Background: an optimization exercise with open tools, aiming at small area. Do not read the settings as production practice.
Where RTL was checked, it was by simulation tests only, not by an equivalence proof against the original.
Power is estimated from default activity; no workload was simulated.

// I2C_Master
module I2C_Master (
input	wire [7:0] _Data_in,
input	wire [7:0] _Reg_addr,
input	wire [6:0] _Dev_addr,
input	wire	   clk,rst,_RW_sel,
input	wire	 _SDA_in,
output	reg	 	 SDA_out,
output	reg	 	 SCL_out
);
For scale: about 250 cells after synthesis, ~2000 µm² of cells after synthesis.
==> module I2C_Master, before the edit <==
module I2C_Master (
input	wire [7:0] _Data_in,
input	wire [7:0] _Reg_addr,
input	wire [6:0] _Dev_addr,
input	wire	   clk,rst,_RW_sel,
input	wire	 _SDA_in,
output	reg	 	 SDA_out,
output	reg	 	 SCL_out
);
reg       RW_sel;
reg [5:0] b;
reg [2:0] u;
reg       SDA_in;
wire [2:0] j = b[2:0];
wire idle = (b[5] & ~b[4] & ~b[3] & ~b[0]) | (b[5] & ~b[4] & ~b[3] & ~u[2] & ~u[0]) | (b[5] & ~b[4] & ~b[3] & ~u[2] & ~u[1]);
wire selSCL = (b[5] & ~b[4] & ~b[3] & ~b[0]) | (~RW_sel & ~b[5] & b[1] & b[0]) | (~b[5] & b[3] & b[2] & b[0]) | (b[5] & ~b[4] & ~b[3] & ~u[2] & ~u[0]) | (b[5] & ~b[4] & ~b[3] & ~u[2] & ~u[1]);
wire sel1 = (~b[5] & b[3] & b[2] & ~b[0]) | (RW_sel & ~b[4] & ~b[3] & ~b[2] & b[1] & ~b[0]);
wire selR = (RW_sel & b[4] & b[3] & ~b[2] & b[1] & ~b[0]);
wire dp = (b[4] & b[2]) | (b[5] & ~b[4] & ~b[2]) | (~RW_sel & ~b[4] & ~b[1]) | (b[4] & ~b[3] & b[0]) | (~RW_sel & b[4] & b[1]) | (b[5] & b[3] & ~b[1] & ~b[0]) | (~b[4] & ~b[3] & ~b[2] & ~b[1]) | (b[5] & ~b[4] & b[3] & ~b[0]) | (b[5] & b[2] & ~b[1]) | (b[4] & b[1] & b[0]) | (b[4] & ~b[3] & b[1]);
wire shift = (b[4] & b[2] & u[2] & u[1] & u[0]) | (b[5] & ~b[4] & ~b[1] & u[2] & u[1] & u[0]) | (RW_sel & b[5] & b[4] & b[3] & ~b[2] & ~b[1] & b[0]) | (~RW_sel & b[5] & ~b[2] & b[1] & u[2] & u[1] & u[0]) | (~b[4] & ~b[3] & ~b[2] & ~b[1] & u[2] & u[1] & u[0]) | (RW_sel & b[5] & ~b[2] & b[0] & u[2] & u[1] & u[0]) | (b[5] & ~b[4] & b[3] & ~b[0] & u[2] & u[1] & u[0]) | (b[4] & b[3] & ~b[1] & ~b[0] & u[2] & u[1] & u[0]) | (b[4] & ~b[3] & b[0] & u[2] & u[1] & u[0]) | (b[4] & ~b[3] & b[1] & u[2] & u[1] & u[0]);
wire A = (b[5] & ~b[4]) | (b[4] & ~b[3] & ~b[2] & ~b[1] & ~b[0]) | (b[5] & b[3] & ~b[2] & ~b[1] & b[0]) | (RW_sel & ~b[4] & ~b[3] & ~b[2]);
wire stop_end = (~RW_sel & ~b[5] & b[1] & b[0] & u[2]) | (~b[5] & b[3] & b[2] & b[0] & u[2]);
wire holdR = (~b[5] & b[4]) | (~b[5] & b[3] & b[2]) | (~RW_sel & ~b[5] & b[1]) | (RW_sel & b[5] & b[3] & b[1]);
wire jumpc = (b[5] & b[3] & ~b[2] & ~b[1] & ~b[0] & u[2] & u[1] & u[0]);
wire sample = (~b[5] & ~b[3] & b[2]) | (~b[5] & ~b[4] & b[3] & ~b[2]) | (b[4] & ~b[3] & ~b[2] & ~b[1] & ~b[0]) | (b[5] & b[4] & b[3] & ~b[2] & ~b[1] & b[0]) | (RW_sel & ~b[5] & b[1] & b[0]);
reg [22:0] ch;
wire sda_d = dp & ch[22];
wire force0 = ~rst | (SDA_in & A) | stop_end;
wire hold = SDA_in & holdR;
wire jump = SDA_in & jumpc;
always @(posedge clk) begin
	if (force0) begin
		u <= 3'd5;
		b <= 6'd38;
	end
	else begin
		u <= u + 3'd1;
		if (jump)
			b <= 6'd25;
		else if ((u == 3'd7) & ~hold)
			b <= b + 6'd1;
	end
	if (~rst)
		SDA_in <= 1'b0;
	else if (sample)
		SDA_in <= _SDA_in;
	if (idle) begin
		ch <= {_Dev_addr, _Reg_addr, _Data_in};
		RW_sel <= _RW_sel;
	end
	else if (shift)
		ch <= {ch[21:0], ch[22]};
	SDA_out <= (selSCL & SCL_out) | sel1 | (selR & (SDA_in | ~u[2])) | sda_d;
	SCL_out <= idle | (SCL_out ^ (u[1] & ~u[0]));
end
endmodule
==> flow/config.mk <==
export PLATFORM = sky130hd
export DESIGN_NAME = I2C_Master
export DESIGN_NICKNAME = I2C_Master
export VERILOG_FILES = /design/flow/design.v
export SDC_FILE = /design/flow/constraint.sdc
export NUM_CORES = 4
export LEC_CHECK = 0
export ABC_AREA = 1
export CAP_MARGIN = 20
export CORE_MARGIN = 2
export CORE_UTILIZATION = 40
export SLEW_MARGIN = 20
==> flow/constraint.sdc <==
create_clock -name core_clock -period 5.0 [get_ports {clk}]
set_input_delay 1.0000 -clock core_clock [delete_from_list [all_inputs] [get_ports {clk}]]
set_output_delay 1.0000 -clock core_clock [all_outputs]
set_load 0.01 [all_outputs]
run.sh (not shown) runs the stock make flow with config.mk's settings and CLKGATE_MAP_FILE= SYNTH_SCRIPT=/design/flow/synth_recipe.tcl, a recipe that flattens the netlist after the stock synthesis.
Rerun with:
==> flow/design.v (replaced) <==
module I2C_Master (
input	wire [7:0] _Data_in,
input	wire [7:0] _Reg_addr,
input	wire [6:0] _Dev_addr,
input	wire	   clk,rst,_RW_sel,
input	wire	 _SDA_in,
output	reg	 	 SDA_out,
output	reg	 	 SCL_out
);
reg [7:0] Data_in;
reg [7:0] Reg_addr;
reg [6:0] Dev_addr;
reg       RW_sel;
reg [5:0] b;
reg [2:0] u;
reg       SDA_in;
wire [2:0] j = b[2:0];
wire idle = (b[5] & ~b[4] & ~b[3] & ~b[0]) | (b[5] & ~b[4] & ~b[3] & ~u[2] & ~u[0]) | (b[5] & ~b[4] & ~b[3] & ~u[2] & ~u[1]);
wire selSCL = (b[5] & ~b[4] & ~b[3] & ~b[0]) | (~RW_sel & ~b[5] & b[1] & b[0]) | (~b[5] & b[3] & b[2] & b[0]) | (b[5] & ~b[4] & ~b[3] & ~u[2] & ~u[0]) | (b[5] & ~b[4] & ~b[3] & ~u[2] & ~u[1]);
wire sel1 = (~b[5] & b[3] & b[2] & ~b[0]) | (RW_sel & ~b[4] & ~b[3] & ~b[2] & b[1] & ~b[0]);
wire selR = (RW_sel & b[4] & b[3] & ~b[2] & b[1] & ~b[0]);
wire gDEV1 = (b[5] & ~b[4] & ~b[2]) | (b[5] & ~b[4] & ~b[1]) | (b[5] & ~b[4] & b[3] & ~b[0]);
wire gREG = (b[4] & ~b[3] & b[0]) | (b[4] & ~b[3] & b[2]) | (b[4] & ~b[3] & b[1]) | (b[4] & b[3] & ~b[2] & ~b[1] & ~b[0]);
wire gWR = (~RW_sel & b[4] & b[3] & b[2]) | (~RW_sel & ~b[5] & ~b[4] & ~b[1]) | (~RW_sel & b[4] & b[3] & b[1]);
wire gDEV2 = (RW_sel & b[4] & b[3] & b[2]) | (RW_sel & ~b[4] & ~b[3] & ~b[2] & ~b[1]) | (RW_sel & b[4] & b[3] & b[1] & b[0]);
wire A = (b[5] & ~b[4]) | (b[4] & ~b[3] & ~b[2] & ~b[1] & ~b[0]) | (b[5] & b[3] & ~b[2] & ~b[1] & b[0]) | (RW_sel & ~b[4] & ~b[3] & ~b[2]);
wire stop_end = (~RW_sel & ~b[5] & b[1] & b[0] & u[2]) | (~b[5] & b[3] & b[2] & b[0] & u[2]);
wire holdR = (~b[5] & b[4]) | (~b[5] & b[3] & b[2]) | (~RW_sel & ~b[5] & b[1]) | (RW_sel & b[5] & b[3] & b[1]);
wire jumpc = (b[5] & b[3] & ~b[2] & ~b[1] & ~b[0] & u[2] & u[1] & u[0]);
wire sample = (~b[5] & ~b[3] & b[2]) | (~b[5] & ~b[4] & b[3] & ~b[2]) | (b[4] & ~b[3] & ~b[2] & ~b[1] & ~b[0]) | (b[5] & b[4] & b[3] & ~b[2] & ~b[1] & b[0]) | (RW_sel & ~b[5] & b[1] & b[0]);
wire [7:0] dev1 = {1'b0, Dev_addr[0], Dev_addr[1], Dev_addr[2], Dev_addr[3], Dev_addr[4], Dev_addr[5], Dev_addr[6]};
wire [7:0] regv = {Reg_addr[1], Reg_addr[2], Reg_addr[3], Reg_addr[4], Reg_addr[5], Reg_addr[6], Reg_addr[7], Reg_addr[0]};
wire [7:0] datv = {Data_in[2], Data_in[3], Data_in[4], Data_in[5], Data_in[6], Data_in[7], Data_in[0], Data_in[1]};
wire [7:0] dev2 = {Dev_addr[2], Dev_addr[3], Dev_addr[4], Dev_addr[5], Dev_addr[6], 1'b0, Dev_addr[0], Dev_addr[1]};
wire sda_d = (gDEV1 & dev1[j]) | (gREG & regv[j]) | (gWR & datv[j]) | (gDEV2 & dev2[j]);
wire force0 = ~rst | (SDA_in & A) | stop_end;
wire hold = SDA_in & holdR;
wire jump = SDA_in & jumpc;
always @(posedge clk) begin
	if (force0) begin
		u <= 3'd5;
		b <= 6'd38;
	end
	else begin
		u <= u + 3'd1;
		if (jump)
			b <= 6'd25;
		else if ((u == 3'd7) & ~hold)
			b <= b + 6'd1;
	end
	if (~rst)
		SDA_in <= 1'b0;
	else if (sample)
		SDA_in <= _SDA_in;
	if (idle) begin
		Data_in <= _Data_in;
		Reg_addr <= _Reg_addr;
		Dev_addr <= _Dev_addr;
		RW_sel <= _RW_sel;
	end
	SDA_out <= (selSCL & SCL_out) | sel1 | (selR & (SDA_in | ~u[2])) | sda_d;
	SCL_out <= idle | (SCL_out ^ (u[1] & ~u[0]));
end
endmodule
Effect: Cell area falls by 5.4%. Die area falls by 8.7%. Hold slack gains 15 ps. Global-route usage falls by 0.31 points. Utilization rises by 2.0 points. Area after synthesis falls by 9.2%. Worst setup slack gains 62 ps. Wire length falls by 11%. Clock power rises by 31%. Total power falls by 4.3%. Clock-buffer cell count is unchanged. Non-clock buffer count stays the same. Sequential share of layout area rises by 2.3 points.
The RTL of the first run of this note was laid out without a check of its function.

[re-timing with driven ports]
Ports are ideal in the flow. The routed layouts listed here were re-timed in OpenROAD.
Step 1 (the two cells are an assumption about what drives the block):
set clk [get_ports {clk}]
set_driving_cell -lib_cell sky130_fd_sc_hd__clkbuf_16 $clk
set_driving_cell -lib_cell sky130_fd_sc_hd__buf_2 [delete_from_list [all_inputs] $clk]
Step 2 also shifts input and output timing later by t, the mid clock arrival at the registers, as if the neighbouring blocks saw the same clock.
a / b / c = ideal / step 1 / step 2; a / b = the first two.
| run | t, ns | setup WS [ns] | latest minus earliest clock arrival (ns) |
|---|---|---|---|
| the first run | 0.318 | 2.733 / 2.733 / 2.733 | 0.008 / 0.008 |
| the second run | 0.309 | 2.795 / 2.769 / 2.957 | 0.007 / 0.007 |
After both steps setup and hold are still met in every run listed.
